From an optimization exercise on the open Yosys and OpenROAD flow, aimed at small area; shortcuts taken in it are not production practice.
In this exercise RTL edits were held to simulation tests only and were not proved equivalent to the original.
Power and IR drop assume default switching activity.

$ cat design.v
module jumpgame(CLOCK_50, reset, toggle, KEY, sel_prev,
                LEDR, LEDG, HEX0, HEX1, HEX2, HEX3, HEX4, HEX5, HEX6, HEX7,
                on, lost, dig0, dig1, dig4, dig5, hv_t, hv_o);
input CLOCK_50, reset, toggle, sel_prev;
input [3:0] KEY;
output reg [17:0] LEDR;
output reg [7:0] LEDG;
output reg [6:0] HEX0, HEX1, HEX2, HEX3, HEX4, HEX5, HEX6, HEX7;   
output reg lost;                           
output reg [3:0] dig0, dig1, dig4, dig5;
output [7:0] hv_t;    
output [3:0] hv_o;    
reg [6:0] clk_wall;
reg [3:0] wall_move;
reg winc;              
reg [11:0] clkrng;
reg visit, choose_wall;
reg [4:0] js;          
reg [6:0] clk_s, clk_l;
reg loss;
reg [3:0] wo, ho;
reg [2:0] wt, ht;
reg k0, k1, k2;
output reg on;         
reg [6:0] clk_wall_n;
reg [3:0] wall_move_n;
reg winc_n;
reg [2:0] lvl;         
reg [11:0] clkrng_n;
reg visit_n, choose_wall_n;
reg [4:0] js_n;
reg [6:0] clk_s_n, clk_l_n;
reg loss_n;
reg [3:0] wo_n, ho_n;
reg [2:0] wt_n, ht_n;
reg s_col, l_col;
reg wall_step, rng_wrap;
reg winz, hs_ge5, w_ge5;
reg [6:0] d_hex0, d_hex1, d_hex2, d_hex3, d_hex4, d_hex5, d_hex6, d_hex7;
reg [17:0] d_ledr;
reg [7:0] d_ledg;
always @* begin
	clk_wall_n = clk_wall; wall_move_n = wall_move; clkrng_n = clkrng; winc_n = 0;
	visit_n = visit; choose_wall_n = choose_wall;
	js_n = js; clk_s_n = clk_s; clk_l_n = clk_l;
	loss_n = loss;
	wt_n = wt; wo_n = wo;
	ht_n = ht; ho_n = ho;
	case(wt)
		0: lvl = (wo >= 5) ? 3'd1 : 3'd0;
		1: lvl = (wo >= 5) ? 3'd3 : 3'd2;
		2: lvl = (wo >= 5) ? 3'd5 : 3'd4;
		3: lvl = (wo != 0) ? 3'd6 : 3'd5;
		default: lvl = 6;
	endcase
	if (winc && ((wo == 5 && wt <= 2) || (wo == 0 && (wt == 1 || wt == 2)) || (wo == 1 && wt == 3))) lvl = lvl - 1;
	if (js >= 1 && js <= 8) begin
		s_col = !(js >= 2 && js <= 5);
		l_col = 1;
	end else if (js >= 9) begin
		s_col = !(js >= 10 && js <= 14);
		l_col = !(js >= 11 && js <= 13);
	end else begin
		s_col = 1;
		l_col = 1;
	end
	d_hex0 = 7'b1111111; d_hex1 = 7'b1111111; d_hex2 = 7'b1111111; d_hex3 = 7'b1111111;
	d_hex4 = 7'b1111111; d_hex5 = 7'b1111111; d_hex6 = 7'b1111111; d_hex7 = 7'b1111111;
	if (loss == 0) clk_wall_n = clk_wall_n + 1;
	case(lvl)
		1: wall_step = (clk_wall_n >= 78);
		2: wall_step = (clk_wall_n >= 75);
		3: wall_step = (clk_wall_n >= 70);
		4: wall_step = (clk_wall_n >= 65);
		5: wall_step = (clk_wall_n >= 60);
		6: wall_step = (clk_wall_n >= 55);
		default: wall_step = (clk_wall_n >= 80);
	endcase
	if (wall_step) begin
		wall_move_n = wall_move_n + 1;    
		clk_wall_n = 0;
	end
	case(lvl)
		1: rng_wrap = (clkrng > 1500);
		2: rng_wrap = (clkrng > 1750);
		3: rng_wrap = (clkrng > 2500);
		4: rng_wrap = (clkrng > 3000);
		5: rng_wrap = (clkrng > 3500);
		6: rng_wrap = (clkrng > 4000);
		default: rng_wrap = (clkrng != 0);
	endcase
	clkrng_n = rng_wrap ? 12'd0 : clkrng + 1;
	if (visit) choose_wall_n = (clkrng > 1000);
	case(wall_move_n)
		0: d_hex0[2] = 0;
		1: d_hex0[4] = 0;
		2: d_hex1[2] = 0;
		3: d_hex1[4] = 0;
		4: d_hex2[2] = 0;
		5: d_hex2[4] = 0;
		6: d_hex3[2] = 0;
		7: d_hex3[4] = 0;
		8: d_hex4[2] = 0;
		9: d_hex4[4] = 0;
		10: d_hex5[2] = 0;
		11: d_hex5[4] = 0;
		12: d_hex6[2] = 0;
		13: d_hex6[4] = 0;
		14: d_hex7[2] = 0;
		15: d_hex7[4] = 0;
	endcase
	if (choose_wall_n) case(wall_move_n)
		0: d_hex0[1] = 0;
		1: d_hex0[5] = 0;
		2: d_hex1[1] = 0;
		3: d_hex1[5] = 0;
		4: d_hex2[1] = 0;
		5: d_hex2[5] = 0;
		6: d_hex3[1] = 0;
		7: d_hex3[5] = 0;
		8: d_hex4[1] = 0;
		9: d_hex4[5] = 0;
		10: d_hex5[1] = 0;
		11: d_hex5[5] = 0;
		12: d_hex6[1] = 0;
		13: d_hex6[5] = 0;
		14: d_hex7[1] = 0;
		15: d_hex7[5] = 0;
	endcase
	if (wall_move_n == 0) visit_n = 0;
	if (wall_move_n == 15) begin
		if (visit == 0) begin
			if (s_col || (choose_wall_n && l_col)) begin
				loss_n = 1;
			end else begin
				winc_n = 1;
				if (wo == 9) begin
					wt_n = wt + 1; wo_n = 0;
				end else begin
					wo_n = wo + 1;
				end
			end
		end
		visit_n = 1;
	end
	if (!k1 && js_n == 0 && loss_n == 0) js_n = 1;
	if (!k2 && js_n == 0 && loss_n == 0) js_n = 9;
	if (js_n == 0) begin
		d_hex7[4] = 0;
	end else if (js_n <= 8) begin
		if (js_n <= 7) clk_s_n = clk_s_n + 1;
		if (clk_s_n > 100) begin
			js_n = js_n + 1;
			clk_s_n = 0;
		end
		if (js_n >= 2 && js_n <= 5) begin
			if (loss_n == 0) d_hex7[5] = 0;
		end else d_hex7[4] = 0;
		if (k1 && js_n == 8) js_n = 0;
	end else begin
		if (js_n <= 18) clk_l_n = clk_l_n + 1;
		if (clk_l_n > 100) begin
			js_n = js_n + 1;
			clk_l_n = 0;
		end
		if (js_n == 10 || js_n == 14) begin
			if (loss_n == 0) d_hex7[5] = 0;
		end else if (js_n >= 11 && js_n <= 13) begin
			if (loss_n == 0) d_hex7[0] = 0;
		end else d_hex7[4] = 0;
		if (k2 && js_n == 19) js_n = 0;
	end
	if (!k0) begin
		wall_move_n = 0;
		js_n = 0;
		loss_n = 0;
		wt_n = 0; wo_n = 0;
		visit_n = 0;
		choose_wall_n = 0;
		winc_n = 0;
	end
	d_ledr = 18'd0;
	if (wo_n > 0) d_ledr[17] = 1;
	if (wo_n > 1) d_ledr[16] = 1;
	if (wo_n > 2) d_ledr[15] = 1;
	if (wo_n > 3) d_ledr[14] = 1;
	if (wo_n > 4) d_ledr[13] = 1;
	if (wo_n > 5) d_ledr[12] = 1;
	if (wo_n > 6) d_ledr[11] = 1;
	if (wo_n > 7) d_ledr[10] = 1;
	if (wo_n > 8) d_ledr[9] = 1;
	d_ledg = 8'd0;
	case(wt_n)
		1: d_ledg = 8'b10000000;
		2: d_ledg = 8'b11000000;
		3: d_ledg = 8'b11100000;
		4: d_ledg = 8'b11110000;
		5: d_ledg = 8'b11111000;
		default: ;
	endcase
	winz = (wt_n == 0 && wo_n == 0);
	if ({wt_n, wo_n} >= {ht, ho} && !winz) begin
		ht_n = wt_n; ho_n = wo_n;
		if (wall_move_n[2]) begin
			d_ledg[0] = 0; d_ledg[1] = 1; d_ledg[2] = 0;
		end else begin
			d_ledg[0] = 1; d_ledg[1] = 0; d_ledg[2] = 1;
		end
	end
	w_ge5 = (wt_n >= 5);
	hs_ge5 = (ht_n >= 5);
	if (loss_n) begin
		d_ledg = 8'b11111111;
		d_hex3 = 7'b0001001;
		d_hex2 = 7'b0110111;
	end
	lost = loss_n;
	dig4 = wo_n;
	dig5 = w_ge5 ? 4'd5 : {1'b0, wt_n};
	dig0 = ho_n;
	dig1 = hs_ge5 ? 4'd5 : {1'b0, ht_n};
	LEDR = d_ledr; LEDG = d_ledg;
	HEX0 = d_hex0; HEX1 = d_hex1; HEX2 = d_hex2; HEX3 = d_hex3;
	HEX4 = d_hex4; HEX5 = d_hex5; HEX6 = d_hex6; HEX7 = d_hex7;
end
assign hv_t = {5'd0, sel_prev ? ht : ht_n};
assign hv_o = sel_prev ? ho : ho_n;
always @(posedge CLOCK_50)
	if (toggle) begin
		k0 <= KEY[0]; k1 <= KEY[1]; k2 <= KEY[2];
	end
always @(posedge CLOCK_50) begin
	if (reset) begin
		clk_wall <= 0; wall_move <= 0; winc <= 0; clkrng <= 0;
		visit <= 0; choose_wall <= 0;
		js <= 0; clk_s <= 0; clk_l <= 0;
		loss <= 0;
		wt <= 0; wo <= 0;
		ht <= 0; ho <= 0;
		on <= 0;
	end else if (toggle) begin
		on <= 1;
		if (on) begin
			clk_wall <= clk_wall_n; wall_move <= wall_move_n; winc <= winc_n; clkrng <= clkrng_n;
			visit <= visit_n; choose_wall <= choose_wall_n;
			js <= js_n; clk_s <= clk_s_n; clk_l <= clk_l_n;
			loss <= loss_n;
			wt <= wt_n; wo <= wo_n;
			ht <= ht_n; ho <= ho_n;
		end
	end
end
endmodule
module zapsgame(CLOCK_50, reset, toggle, KEY, SW, sel_prev,
                LEDR, LEDG, dig0, dig1, dig4, dig5, on, hs_view);
input CLOCK_50, reset, toggle, sel_prev;
input [3:0] KEY;
input [17:0] SW;
output reg [17:0] LEDR;
output reg [7:0] LEDG;
output reg [3:0] dig0, dig1, dig4, dig5;    
output reg on;                               
output [3:0] hs_view;                        
reg [6:0] Q;
reg incl;               
reg [4:0] T;
reg lit, nxt;           
reg [4:0] win;          
reg [3:0] winnum, hs;
reg [19:0] winnum2, hs2;
reg [5:0] R;
reg [4:0] S;
reg fast;               
reg [3:0] gcode;        
reg k0, k1, swb;
reg [6:0] Q_n;
reg incl_n;
reg [4:0] wprev;
reg [4:0] wmin;
reg [4:0] T_n;
reg lit_n, nxt_n;
reg [4:0] win_n;
reg [3:0] winnum_n, hs_n;
reg [19:0] winnum2_n, hs2_n;
reg [5:0] R_n;
reg [4:0] S_n;
reg fast_n;
reg [3:0] gcode_n;
reg [6:0] Q1;
reg [5:0] R1;
reg [4:0] Tload;
integer i;
always @* begin
	Q_n = Q; incl_n = 0; T_n = T; lit_n = lit; nxt_n = nxt; win_n = win;
	winnum_n = winnum; hs_n = hs; winnum2_n = winnum2; hs2_n = hs2;
	R_n = R; S_n = S; fast_n = fast; gcode_n = gcode;
	Q1 = Q + 1;
	wprev = win - incl;
	wmin = (wprev > 20) ? 5'd20 : wprev;
	if (Q1 + {wmin, 1'b0} >= 80 && T > 0) begin
		if (lit == 0) T_n = T - 1;
		Q_n = 0;
	end else begin
		Q_n = Q1;
	end
	if (winnum > 9) begin
		winnum_n = 0;
		winnum2_n = winnum2 + 1;
	end
	if (winnum2 > hs2) begin
		hs_n = winnum;
		hs2_n = winnum2;
	end else if (winnum2 == hs2) begin
		if (winnum > hs && win > 0) begin
			hs_n = winnum;
			hs2_n = winnum2;
		end
	end
	R1 = R + 1;
	if (R1 >= (fast ? 6'd25 : 6'd45)) begin
		S_n = (win > 7) ? S + 1 : 5'd0;
		R_n = 0;
	end else begin
		R_n = R1;
	end
	fast_n = (win > 20);
	if (win > 0 && win < 8) gcode_n = win[3:0];
	if (win > 7 && S >= 1 && S <= 16) gcode_n = S - 1;
	if (!k1) lit_n = 1;
	if (!k0 && k1) begin
		lit_n = 0;
		nxt_n = 0;
	end
	if (T < 1) T_n = 18;
	if (S > 17) S_n = 1;
	if (T < 18 && swb && lit) begin
		if (nxt == 0) begin
			if (win != 31) begin
				win_n = win + 1;
				incl_n = 1;
			end
			winnum_n = winnum + 1;
			nxt_n = 1;
		end
	end else if (lit) begin
		win_n = 0;
		winnum_n = 0;
		winnum2_n = 0;
		gcode_n = 0;
	end
	dig4 = winnum;
	dig5 = winnum2 > 9 ? 4'd9 : winnum2[3:0];
	dig0 = hs;
	dig1 = hs2 > 9 ? 4'd9 : hs2[3:0];
	LEDR = 0;
	for (i = 0; i < 18; i = i + 1)
		if (T == i) LEDR[i] = 1;
	for (i = 0; i < 8; i = i + 1)
		LEDG[7-i] = (gcode_n >= 1 && gcode_n <= 8 && i < gcode_n) || (gcode_n >= 9 && i + 8 >= gcode_n);
	Tload = on ? T_n : T;
end
assign hs_view = sel_prev ? hs : hs_n;
always @(posedge CLOCK_50)
	if (toggle) begin
		k0 <= KEY[0]; k1 <= KEY[1];
		swb <= (Tload < 18) ? SW[Tload] : 1'b0;
	end
always @(posedge CLOCK_50) begin
	if (reset) begin
		Q <= 0; incl <= 0; T <= 18; lit <= 0; nxt <= 0; win <= 0;
		winnum <= 0; hs <= 0; winnum2 <= 0; hs2 <= 0;
		R <= 0; S <= 0; fast <= 0; gcode <= 0;
		on <= 0;
	end else if (toggle) begin
		on <= 1;
		if (on) begin
			Q <= Q_n; incl <= incl_n; T <= T_n; lit <= lit_n; nxt <= nxt_n; win <= win_n;
			winnum <= winnum_n; hs <= hs_n; winnum2 <= winnum2_n; hs2 <= hs2_n;
			R <= R_n; S <= S_n; fast <= fast_n; gcode <= gcode_n;
		end
	end
end
endmodule
module timegame(CLOCK_50, reset, toggle, KEY, sel_prev,
                LEDG, showval, showend, value, clks, clkms, d4, on, hv_t, hv_o);
input CLOCK_50, reset, toggle, sel_prev;
input [3:0] KEY;
output reg [7:0] LEDG;                        
output reg showval;                           
output reg showend;                           
output reg on;                                
output reg [7:0] hv_t;                        
output reg [3:0] hv_o;                        
parameter IDLE = 0, START = 1, TIMING = 2, END = 3;
reg [1:0] state;
reg game;
reg [3:0] rng;         
output reg [3:0] value;
reg [6:0] clk;         
output reg [3:0] clkms;
output reg [4:0] clks;        
reg [7:0] wt, ht;
reg [3:0] wo, ho;
reg hinc;              
output reg [3:0] d4;          
wire wsmall = (wt == 0);                      
wire hit = ((clks == value && clkms < 5) || (clks == value - 1 && clkms >= 5));
always @(posedge CLOCK_50) begin
	if (reset) begin
		state <= IDLE; game <= 0; rng <= 0; value <= 0;
		clk <= 0; clkms <= 0; clks <= 0;
		wt <= 0; wo <= 0; ht <= 0; ho <= 0;
		hinc <= 0; d4 <= 0; on <= 0;
	end else if (toggle) begin
		on <= 1;
		rng <= (rng > 11) ? 4'd0 : rng + 1;
		case(state)
			IDLE: begin
				game <= 0;
				d4 <= wsmall ? wo : 4'd0;
				if (!KEY[2]) begin
					clk <= 0;
					clkms <= 0;
					clks <= 0;
					value <= (rng >= 1 && rng <= 10) ? rng + 5 : 4'd5;
					state <= START;
				end
			end
			START: begin
				d4 <= wsmall ? wo : 4'd0;
				if (clk == 99) begin
					clk <= 0;
					if (clkms == 9) begin
						clkms <= 0;
						clks <= clks + 1;
					end else begin
						clkms <= clkms + 1;
					end
				end else begin
					clk <= clk + 1;
				end
				if (clks >= 4) begin
					state <= TIMING;
					clk <= 0;
					clks <= 0;
					clkms <= 0;
				end
			end
			TIMING: begin
				if (wsmall) d4 <= wo;
				clk <= clk + 1;
				if (clk >= 100 && clkms < 10) begin
					clkms <= clkms + 1;
					clk <= 0;
				end
				if (clkms > 9) begin
					clks <= clks + 1;
					clkms <= 0;
				end
				if (clks > 19) begin
					state <= END;
					clks <= 0;
					clkms <= 0;
				end
				if (!KEY[1]) begin
					state <= END;
					clks <= clks;
					clkms <= clkms;
				end
			end
			END: begin
				if (wsmall) d4 <= wo;
				if (game == 0) begin
					game <= 1;
					if (hit) begin
						if (wo == 9) begin
							wt <= wt + 1; wo <= 0;
						end else begin
							wo <= wo + 1;
						end
					end else begin
						wt <= 0; wo <= 0;
					end
				end
				if (!KEY[2]) state <= IDLE;
			end
		endcase
		hinc <= 0;
		if ({wt, wo} >= {ht, ho}) begin
			ht <= wt; ho <= wo;
			hinc <= ({wt, wo} != {ht, ho});
		end
	end
end
reg started;
always @* begin
	started = (clk != 0 || clkms != 0 || clks != 0);    
	showval = (state == TIMING) || (state == END) || (state == START && started) || (state == IDLE && game);
	showend = (state == END || state == IDLE) && game;
	LEDG = 0;
	if (state == START && started) begin
		if (clks == 0 || (clks == 1 && clkms == 0 && clk == 0)) LEDG = 8'b11111111;
		else if (clks == 1 || (clks == 2 && clkms == 0 && clk == 0)) LEDG = 8'b11111100;
		else if (clks == 2 || (clks == 3 && clkms == 0 && clk == 0)) LEDG = 8'b11110000;
		else LEDG = 8'b11000000;
	end
	hv_t = ht; hv_o = ho;
	if (sel_prev && hinc) begin
		if (ho != 0) hv_o = ho - 1;
		else begin
			hv_o = 9;
			hv_t = ht - 1;
		end
	end
end
endmodule
module menu(CLOCK_50, LEDG, LEDR, KEY, SW, HEX0, HEX1, HEX2, HEX3, HEX4, HEX5, HEX6, HEX7, reset);
input reset;
input [3:0] KEY;
input [17:0] SW;
input CLOCK_50;
output reg [6:0] HEX0, HEX1, HEX2, HEX3, HEX4, HEX5, HEX6, HEX7;
output reg [7:0] LEDG;
output reg [17:0] LEDR;
parameter JUMP = 0, ZAPS = 1, BEAT = 2, TIME = 3;  
reg [1:0] state;
reg [1:0] game;        
reg menuon;
reg forset, backset;
reg left;              
wire [17:0] ledrj, ledrz;
wire [7:0] ledgj, ledgz, ledgt;
wire [6:0] rawj0, rawj1, rawj2, rawj3, rawj4, rawj5, rawj6, rawj7;
wire lostj;
wire [3:0] dj0, dj1, dj4, dj5, dz0, dz1, dz4, dz5;
wire jon, zon, ton, tval, tend;
wire [3:0] tvalue, tms, td4;
wire [4:0] tsec;
wire [7:0] hvj_t, hvt_t;
wire [3:0] hvj_o, hvt_o, hvz;
localparam [15:0] SA = 16'h0012, SB = 16'h0060, SC = 16'h0004, SD = 16'h0092,
                  SE = 16'hfeba, SF = 16'h008e, SG = 16'h0083;
function [6:0] seg;
	input [3:0] d;
	seg = {SG[d], SF[d], SE[d], SD[d], SC[d], SB[d], SA[d]};
endfunction
localparam [31:0] M0 = 32'haaaaaaaa, M1 = 32'h0cc330cc, M2 = 32'h0f03c0f0, M3 = 32'h300c0300;
function [3:0] mod10;
	input [4:0] x;
	mod10 = {M3[x], M2[x], M1[x], M0[x]};
endfunction
reg [7:0] hs_t;
reg [3:0] hs_o;
always @* begin
	case(state)
		JUMP: begin hs_t = hvj_t; hs_o = hvj_o; end
		ZAPS: begin hs_t = (hvz == 10) ? 8'd1 : 8'd0; hs_o = (hvz == 10) ? 4'd0 : hvz; end
		TIME: begin hs_t = hvt_t; hs_o = hvt_o; end
		default: begin hs_t = 0; hs_o = 0; end
	endcase
end
reg [6:0] r0, r1, r2, r3, r4, r5, r6, r7;
reg g0, g1, g2, g3, g4, g5, g6, g7, keep5;
reg [3:0] b0, b1, b2, b3, b4, b5, b6, b7;
reg [17:0] nledr;
reg [7:0] nledg;
always @* begin
	{r0, r1, r2, r3, r4, r5, r6, r7} = 0;
	{g0, g1, g2, g3, g4, g5, g6, g7} = 0;
	{b0, b1, b2, b3, b4, b5, b6, b7} = 0;
	keep5 = 0;
	nledr = 0; nledg = 0;
	if (menuon) begin
		case(state)
			JUMP: begin
				nledg = 8'b00001000;
				r3 = 7'b1110001; r2 = 7'b1000001; r1 = 7'b1001000; r0 = 7'b0001100;
			end
			ZAPS: begin
				nledg = 8'b00000100;
				r3 = 7'b0100100; r2 = 7'b0001000; r1 = 7'b0001100; r0 = 7'b0010010;
			end
			BEAT: begin
				nledg = 8'b00000010;
				r3 = 7'b0000000; r2 = 7'b0000110; r1 = 7'b0001000; r0 = 7'b1111000;
			end
			TIME: begin
				nledg = 8'b00000001;
				r3 = 7'b1111000; r2 = 7'b1111001; r1 = 7'b1001000; r0 = 7'b0000110;
			end
		endcase
		r7 = 7'b0001001;
		r6 = 7'b0110111;
		g4 = 1; b4 = hs_o;
		if (hs_t < 5) begin g5 = 1; b5 = hs_t[3:0]; end
		else keep5 = 1;
	end else begin
		case(game)
			JUMP: if (jon) begin
				nledg = ledgj; nledr = ledrj;
				r0 = rawj0; r1 = rawj1; r2 = rawj2; r3 = rawj3;
				r4 = rawj4; r5 = rawj5; r6 = rawj6; r7 = rawj7;
				g0 = lostj; g1 = lostj; g4 = lostj; g5 = lostj;
				b0 = dj0; b1 = dj1; b4 = dj4; b5 = dj5;
			end
			ZAPS: if (zon) begin
				nledg = ledgz; nledr = ledrz;
				g0 = 1; g1 = 1; g4 = 1; g5 = 1;
				b0 = dz0; b1 = dz1; b4 = dz4; b5 = dz5;
				r2 = 7'b0110111; r3 = 7'b0001001;
				r6 = 7'b0111111; r7 = 7'b0111111;
			end
			TIME: if (ton) begin
				nledg = ledgt;
				{g0, g1, g2, g3, g4, g5, g6, g7} = 8'b11111111;
				if (tend) begin
					g1 = 0; r1 = 7'b1111011;
					b0 = (tms > 9) ? 4'd0 : tms;
					b2 = (tsec >= 20) ? tsec - 20 : (tsec >= 10) ? tsec - 10 : tsec;
					b3 = (tsec >= 10) ? 4'd1 : 4'd0;
				end
				b4 = td4;
				if (tval) begin
					b6 = (tvalue >= 10) ? tvalue - 10 : tvalue;
					b7 = (tvalue >= 10) ? 4'd1 : 4'd0;
				end
			end
			default: ;
		endcase
	end
end
always @(posedge CLOCK_50) begin
	if(reset) begin
		forset <= 0; backset <= 0;
		state <= 0; game <= 0;
		menuon <= 1; left <= 0;
		HEX0 <= 0; HEX1 <= 0; HEX2 <= 0; HEX3 <= 0;
		HEX4 <= 0; HEX5 <= 0; HEX6 <= 0; HEX7 <= 0;
		LEDR <= 0;
		LEDG <= 0;
	end else begin
		left <= ~menuon;
		if(~KEY[3] && ~KEY[2] && ~KEY[1] && ~menuon) begin
			forset <= 1;
			backset <= 1;
			menuon <= 1;
		end
		if(KEY[1]) forset <= 0;
		if(KEY[2]) backset <= 0;
		LEDR <= nledr;
		LEDG <= nledg;
		HEX0 <= g0 ? seg(b0) : r0;
		HEX1 <= g1 ? seg(b1) : r1;
		HEX2 <= g2 ? seg(b2) : r2;
		HEX3 <= g3 ? seg(b3) : r3;
		HEX4 <= g4 ? seg(b4) : r4;
		if (!keep5) HEX5 <= g5 ? seg(b5) : r5;
		HEX6 <= g6 ? seg(b6) : r6;
		HEX7 <= g7 ? seg(b7) : r7;
		if(menuon) begin
			if(~KEY[2] && forset == 0 && backset == 0) begin  
				state <= state - 1;
				backset <= 1;
			end
			if(~KEY[1] && forset == 0 && backset == 0) begin  
				state <= state + 1;
				forset <= 1;
			end
			if(~KEY[0]) begin  
				menuon <= 0;
				game <= state;
			end
		end
	end
end
jumpgame runjump(.CLOCK_50(CLOCK_50), .reset(reset), .toggle(~menuon && game == JUMP), .KEY(KEY),
	.sel_prev(left && game == JUMP),
	.LEDR(ledrj), .LEDG(ledgj), .HEX0(rawj0), .HEX1(rawj1), .HEX2(rawj2), .HEX3(rawj3),
	.HEX4(rawj4), .HEX5(rawj5), .HEX6(rawj6), .HEX7(rawj7),
	.on(jon), .lost(lostj), .dig0(dj0), .dig1(dj1), .dig4(dj4), .dig5(dj5), .hv_t(hvj_t), .hv_o(hvj_o));
zapsgame runzaps(.CLOCK_50(CLOCK_50), .reset(reset), .toggle(~menuon && game == ZAPS), .KEY(KEY), .SW(SW),
	.sel_prev(left && game == ZAPS),
	.LEDR(ledrz), .LEDG(ledgz), .dig0(dz0), .dig1(dz1), .dig4(dz4), .dig5(dz5),
	.on(zon), .hs_view(hvz));
timegame runtime(.CLOCK_50(CLOCK_50), .reset(reset), .toggle(~menuon && game == TIME), .KEY(KEY),
	.sel_prev(left && game == TIME),
	.LEDG(ledgt), .showval(tval), .showend(tend), .value(tvalue), .clks(tsec), .clkms(tms), .d4(td4),
	.on(ton), .hv_t(hvt_t), .hv_o(hvt_o));
endmodule
$ cat flow/run.sh
#!/bin/bash
# The standard layout, except: after the standard synthesis its combinational
# logic is re-mapped for area with Yosys/ABC (the registers are kept as they
# are), gates left sized up are put back to drive 1 (the resizer sizes up
# again where slew or load needs it), and the port buffers use the smallest
# buffer cell.
set -e
here=$(pwd)
export BUFFER_PORTS_ARGS="-buffer_cell sky130_fd_sc_hd__buf_1"
bash standard.sh synth > standard_synth.log 2>&1
res=$(dirname $(ls orfs/results/*/*/*/1_synth.odb))
mkdir -p remap
python3 flow/libsplit.py $FLOW_HOME/platforms/sky130hd/lib/sky130_fd_sc_hd__tt_025C_1v80.lib $here/remap > remap/libsplit.log 2>&1
cp $res/1_2_yosys.v remap/1_2_yosys_standard.v
sed -e "s#@DIR@#$here/remap#g" -e "s#@NETLIST@#$here/$res/1_2_yosys.v#g" -e "s#@TOP@#$FLOW_TOP#g" flow/remap.ys > remap/remap_run.ys
yosys -q -l remap/remap.log -s remap/remap_run.ys > remap/remap_stdout.log 2>&1
# rebuild the synthesis database from the re-mapped netlist
rm -f $res/1_synth.odb $res/1_synth.sdc
bash standard.sh synth > standard_synth2.log 2>&1
sed -e "s#@ODB@#$here/$res/1_synth.odb#" flow/downsize.tcl > downsize_run.tcl
openroad -no_init -exit downsize_run.tcl > downsize.log 2>&1
bash standard.sh > standard.log 2>&1
$ cat flow/downsize.tcl
# Swap every combinational cell of drive strength 2 or more for its drive-1
# version (same pins); flip-flops and clock buffers are left as they are.
read_db @ODB@
set db [ord::get_db]
set block [[$db getChip] getBlock]
set n 0
foreach inst [$block getInsts] {
  set name [[$inst getMaster] getName]
  if {[regexp {^(sky130_fd_sc_hd__[a-z0-9]+)_([0-9]+)$} $name -> base drive]} {
    if {$drive <= 1 || [string match "*df*" $base] || [string match "*clkbuf*" $base] || [string match "*dl*" $base]} { continue }
    set m [$db findMaster "${base}_1"]
    if {$m == "NULL" || $m == ""} { continue }
    $inst swapMaster $m
    incr n
  }
}
puts "downsized $n cells"
write_db @ODB@
$ cat flow/libsplit.py
#!/usr/bin/env python3
# Split the platform's liberty file for the re-mapping step:
#   comb.lib     combinational cells (read as logic so they can be re-mapped)
#   seq.lib      sequential cells (read as black boxes: the registers stay as they are)
#   abc.lib      the single-output combinational cells ABC may map to
# Cells the platform marks don't-use (sky130hd: lpflow_*, probe*) are left out of all three.
import re, sys
src, outdir = sys.argv[1], sys.argv[2]
text = open(src).read()
ms = list(re.finditer(r'\n\s*cell\s*\(\s*"?([A-Za-z0-9_]+)"?\s*\)\s*\{', text))
header = text[:ms[0].start()]
comb, seq, abc = [], [], []
last = ms[0].start()
for m in ms:
    if m.start() < last:
        continue
    depth = 0
    i = m.end() - 1
    while True:
        c = text[i]
        if c == '{':
            depth += 1
        elif c == '}':
            depth -= 1
            if depth == 0:
                break
        i += 1
    body = text[m.start():i + 1]
    last = i + 1
    name = m.group(1)
    if re.search(r'lpflow_|probe_p_|probec_p_', name):
        continue
    if re.search(r'\b(ff|latch|statetable)\s*\(', body):
        seq.append(body)
        continue
    comb.append(body)
    if len(re.findall(r'direction\s*:\s*"?output', body)) == 1:
        abc.append(body)
footer = text[last:]
for fn, cells in (('comb.lib', comb), ('seq.lib', seq), ('abc.lib', abc)):
    open(outdir + '/' + fn, 'w').write(header + ''.join(cells) + footer)
print(len(comb), len(seq), len(abc))
$ cat flow/remap.ys
# Re-map the combinational logic of the standard synthesis for area with ABC.
# The registers are black boxes here, so they keep their cells and names.
read_liberty -lib @DIR@/seq.lib
read_liberty -ignore_miss_func @DIR@/comb.lib
read_verilog @NETLIST@
hierarchy -top @TOP@
flatten
opt_clean
abc -liberty @DIR@/abc.lib -script "+strash;dc2;resub;rewrite;balance;resub;rewrite;resub,-z;rewrite,-z;refactor,-z;strash;dc2;resub;rewrite;balance;resub;rewrite;resub,-z;rewrite,-z;refactor,-z;strash;dc2;resub;rewrite;balance;resub;rewrite;resub,-z;rewrite,-z;refactor,-z;strash;dc2;resub,-K,8;rewrite;resub,-K,10,-N,2;rewrite,-z;refactor,-z;resub,-K,12,-z;strash;dc2;resub,-K,8;rewrite;resub,-K,10,-N,2;rewrite,-z;refactor,-z;resub,-K,12,-z;strash;dc2;resub,-K,8;rewrite;resub,-K,10,-N,2;rewrite,-z;refactor,-z;resub,-K,12,-z;dch,-f;amap;strash;strash;dc2;resub;rewrite;balance;resub;rewrite;resub,-z;rewrite,-z;refactor,-z;strash;dc2;resub;rewrite;balance;resub;rewrite;resub,-z;rewrite,-z;refactor,-z;strash;dc2;resub,-K,8;rewrite;resub,-K,10,-N,2;rewrite,-z;refactor,-z;resub,-K,12,-z;strash;dc2;resub,-K,8;rewrite;resub,-K,10,-N,2;rewrite,-z;refactor,-z;resub,-K,12,-z;dch,-f;amap"
opt_clean -purge
setundef -zero
splitnets
opt_clean -purge
hilomap -singleton -hicell sky130_fd_sc_hd__conb_1 HI -locell sky130_fd_sc_hd__conb_1 LO
insbuf -buf sky130_fd_sc_hd__buf_4 A X
rename -enumerate
stat -liberty @DIR@/comb.lib -liberty @DIR@/seq.lib
write_verilog -noattr -nohex -nodec @NETLIST@
$ cat standard.sh
#!/bin/bash
# synth_recipe.tcl (not shown) runs the flow's synth.tcl, then flattens the netlist and writes it again
# the make line also repeats each setting of config.mk as NAME=value (left out here)
make -C /OpenROAD-flow-scripts/flow DESIGN_CONFIG=/design/flow/config.mk WORK_HOME=/design/flow/orfs CLKGATE_MAP_FILE= SYNTH_SCRIPT=/design/flow/synth_recipe.tcl "${@:-finish}"
$ cat config.mk
export PLATFORM = sky130hd
export DESIGN_NAME = menu
export DESIGN_NICKNAME = menu
export VERILOG_FILES = /design/flow/design.v
export SDC_FILE = /design/flow/constraint.sdc
export NUM_CORES = 4
export LEC_CHECK = 0
export ABC_AREA = 1
export CAP_MARGIN = 20
export CORE_MARGIN = 2
export CORE_UTILIZATION = 40
export CTS_CLUSTER_DIAMETER = 150
export CTS_CLUSTER_SIZE = 22
export GPL_TIMING_DRIVEN = 0
export SLEW_MARGIN = 20
$ cat constraint.sdc
create_clock -name core_clock -period 25.0 [get_ports {CLOCK_50}]
set_input_delay 5.0000 -clock core_clock [delete_from_list [all_inputs] [get_ports {CLOCK_50}]]
set_output_delay 5.0000 -clock core_clock [all_outputs]
set_load 0.01 [all_outputs]
==> run notes <==
PnR worst setup slack 15.39 ns; Buffers on Ports about 110; Post-Syn Area between 0.01 and 0.015 mm^2; Post-CTS Hold Buffers 0; slowest stage cell, crit path nor4_1; Final Wtd Congestion between 0.9 and 1; Worst Path Required between 20 and 30 ns; power share of the combinational group under 10%; CTS tree yes; total CTS buffers 17; RSZ-0062 raised after global routing false; clock-pin transition on the worst setup and hold timing paths roughly 0.09 ns; detailed placement HPWL between 30000 and 40000 um; FF-to-FF End HEX4[0]; pre-CTS WS approximately 16 ns; status finished clean; Buf+Inv Stages, Crit Path 4; hold path startpoint runtime.on; number of remaining DRC errors 0; n_diodes 0; Final Cycle Share between 30% and 40%; Routed WL between 40000 and 50000 um; H-tree Lvls 1; Flop pwr share about three fifths; first-pass iteration count of the detailed router 7; Peak supply drop ~0.053 mV; share of layout cells above drive strength 1 under 10%; CTS root buffer clkbuf_16; Worst Path Class, Setup reg -> reg; Net Sw Power ~0.00021 W; Worst EP arrival 10.06 ns; yosys warns 4; R2R depth 40; Hold Path End runtime.on; Clock Sinks roughly 300; Crit path max-delay family compound AO/OA/AOI/OAI gates; wire per inst approximately 17 um; initial core utilization about two fifths; worst skew pair latency 0.52 ns; startpoint types flip-flop; Final ANT Viol Nets 0; cell internal pwr 0.000631 W; worst setup path start runjump.wt[2]; reg2reg start runjump.wt[2]; Max Slew Vio Count 0; Ports 106; Min Clock Period, post-route around 9.6 ns; Clock Path Buffers 3; CP peak stage delay roughly 0.66 ns; PD cells around 53 mW/mm^2; largest net degree at the start of global routing 35; Fin Setup TNS 0 ns; NumNets Final 2118; highest clock rate about 0.10 GHz; Fin Hold WS roughly 0.45 ns; Net Count, Synth between 1500 and 2000; core area approximately 0.035 mm^2; critical path endpoint category flip-flop; Min-Delay Path Class reg -> reg; worst rel slew slack between 20% and 30%; total global-route track usage a little under a quarter; MaxCap Viol Count 0; clk_skew between 0.02 and 0.025 ns; worst-path maximum fanout 7; Lkg Pwr between 5 and 6 nW; Iteration-0 DRC Markers 1058; via/cell ratio approximately 5.7; cell count after synthesis slightly below 2000; Sw Ratio around a quarter; die area about 0.037 mm^2; number of global-route vias before repair around 14000; # Post-CTS Setup Buffers 0; Syn Area/Cell around 7.3 um^2; num rows 69; first-pass GRT wire length a little over 70000 um; Resize count post-CTS 0; initial antenna violation count 0; final hold violation count 0; Hold Path Cell Cnt 2; area grow syn2layout 10.8%; R2R Setup Slk roughly 15 ns; die width between 150 and 200 um; clock network power share between 30 and 40%; worst-margin pin slew approximately 1.1 ns; final setup vio count 0; via count approximately 15000; Die H between 150 and 200 um; grt total ovfl 0
-- layout make-up --
cell class / instances / area, um^2
Sequential cell: 299 / 6050
Clock inverter: 1 / 11.3
Tap cell: 461 / 577
Inverter: 283 / 1060
Multi-Input combinational cell: 1375 / 7240
Buffer: 7 / 26.3
Clock buffer: 21 / 440
Timing Repair Buffer: 111 / 508
Fill cell: 3617 / 19600
-- how the worst max path moves through the flow --
stage                          to  cells after the start
2_1_floorplan             HEX5[5]                     45
3_3_place_gp   runzaps.winnum2[9]                      4
3_5_place_dp              HEX5[5]                     45
4_1_cts                   HEX4[0]                     40
5_1_grt                   HEX5[5]                     45
6_report                  HEX4[0]                     40
-- power groups by stage --
stage / clock (W) / sequential, W / combinational [W]
3_5_place_dp: 0 / 0.000505 / 0.0000633
5_1_grt: 0.000310 / 0.000495 / 0.0000695
2_1_floorplan: 0 / 0.000506 / 0.0000323
4_1_cts: 0.000296 / 0.000494 / 0.0000634
6_report: 0.000286 / 0.000494 / 0.0000641
3_3_place_gp: 0 / 0.000505 / 0.0000620
-- flip-flops by register name (all words and copies together), names as in the netlist, 8 cells and up --
signal and cells:
runjump.clkrng 12, runtime.ht 8, runzaps.winnum2 20, runzaps.hs2 20, runtime.wt 8, LEDG 8, LEDR 18
-- worst reg2reg max path, delay by kind of cell, from the launching register on --
| family | cells | cell delay (ns) |
|---|---|---|
| and+or+nand+nor | 18 | 3.53 |
| AOI/OAI and AO/OA | 18 | 4.74 |
| DFF | 1 | 0.40 |
| buffers and inverters | 4 | 0.90 |
-- per-layer routing --
metal	part of all wire, %	vias to the layer above	track usage (%)
li1	-	7284	-
met3	5.7	107	2.89
met1	44	6779	30.8
met5	0	-	0
met2	46	486	39.0
met4	3.9	0	8.23
-- layout by cell type, fill, tap and decap left out, types with 8 or more instances in the layout --
master and n:
a211oi_1 50, a21oi_1 80, a221oi_1 35, a222oi_1 8, a22oi_1 32, a31oi_1 29
and3_1 8, buf_1 111, clkbuf_16 17, clkinv_1 282, dfxtp_1 293, nand2_1 171
nand3_1 35, nand4_1 14, nor2_1 405, nor2b_1 10, nor3_1 72, nor4_1 17
o21a_1 15, o21ai_0 156, o221a_1 9, o221ai_1 16, o22ai_1 89, or2_0 18
or3_1 14
-- metrics by stage --
stage / total power (W) / cells / utilization [%] / cell area [um^2]
floorplan: 0.000539 / 1964 / - / 14400
global placement: 0.000567 / 2530 / 43.2 / 15300
detailed placement: 0.000568 / 2536 / 43.6 / 15500
CTS: 0.000853 / 2558 / 44.8 / 15900
global route: 0.000874 / 2558 / 44.8 / 15900
finish: 0.000844 / 2558 / 44.8 / 15900

re-timing with driven ports:
In the flow no input, the clock included, has a driving cell. The finished layout below was timed again as built, in two steps. Step 1 (the two cells are an assumption about what drives the block):
set clk [get_ports {CLOCK_50}]
set_driving_cell -lib_cell sky130_fd_sc_hd__clkbuf_16 $clk
set_driving_cell -lib_cell sky130_fd_sc_hd__buf_2 [delete_from_list [all_inputs] $clk]
Step 2 moves the port delays by t, midway between the first and last clock arrival at a register: inputs arrive t later, outputs are due t later. That takes back most of the time a late clock gives input paths. a / b / c = no drivers / after step 1 / after step 2; a / b = the first two.
t, ns: 0.560
setup WS [ns]: 15.389 / 15.389 / 15.389
worst setup path at the end: register to register
slew at the worst register clock pin (ns): 0.11 / 0.11
After both steps this run still meets setup and hold. For this run, drivers alone change the setup slack by 0.000 ns; drivers and shift together by 0.000 ns.
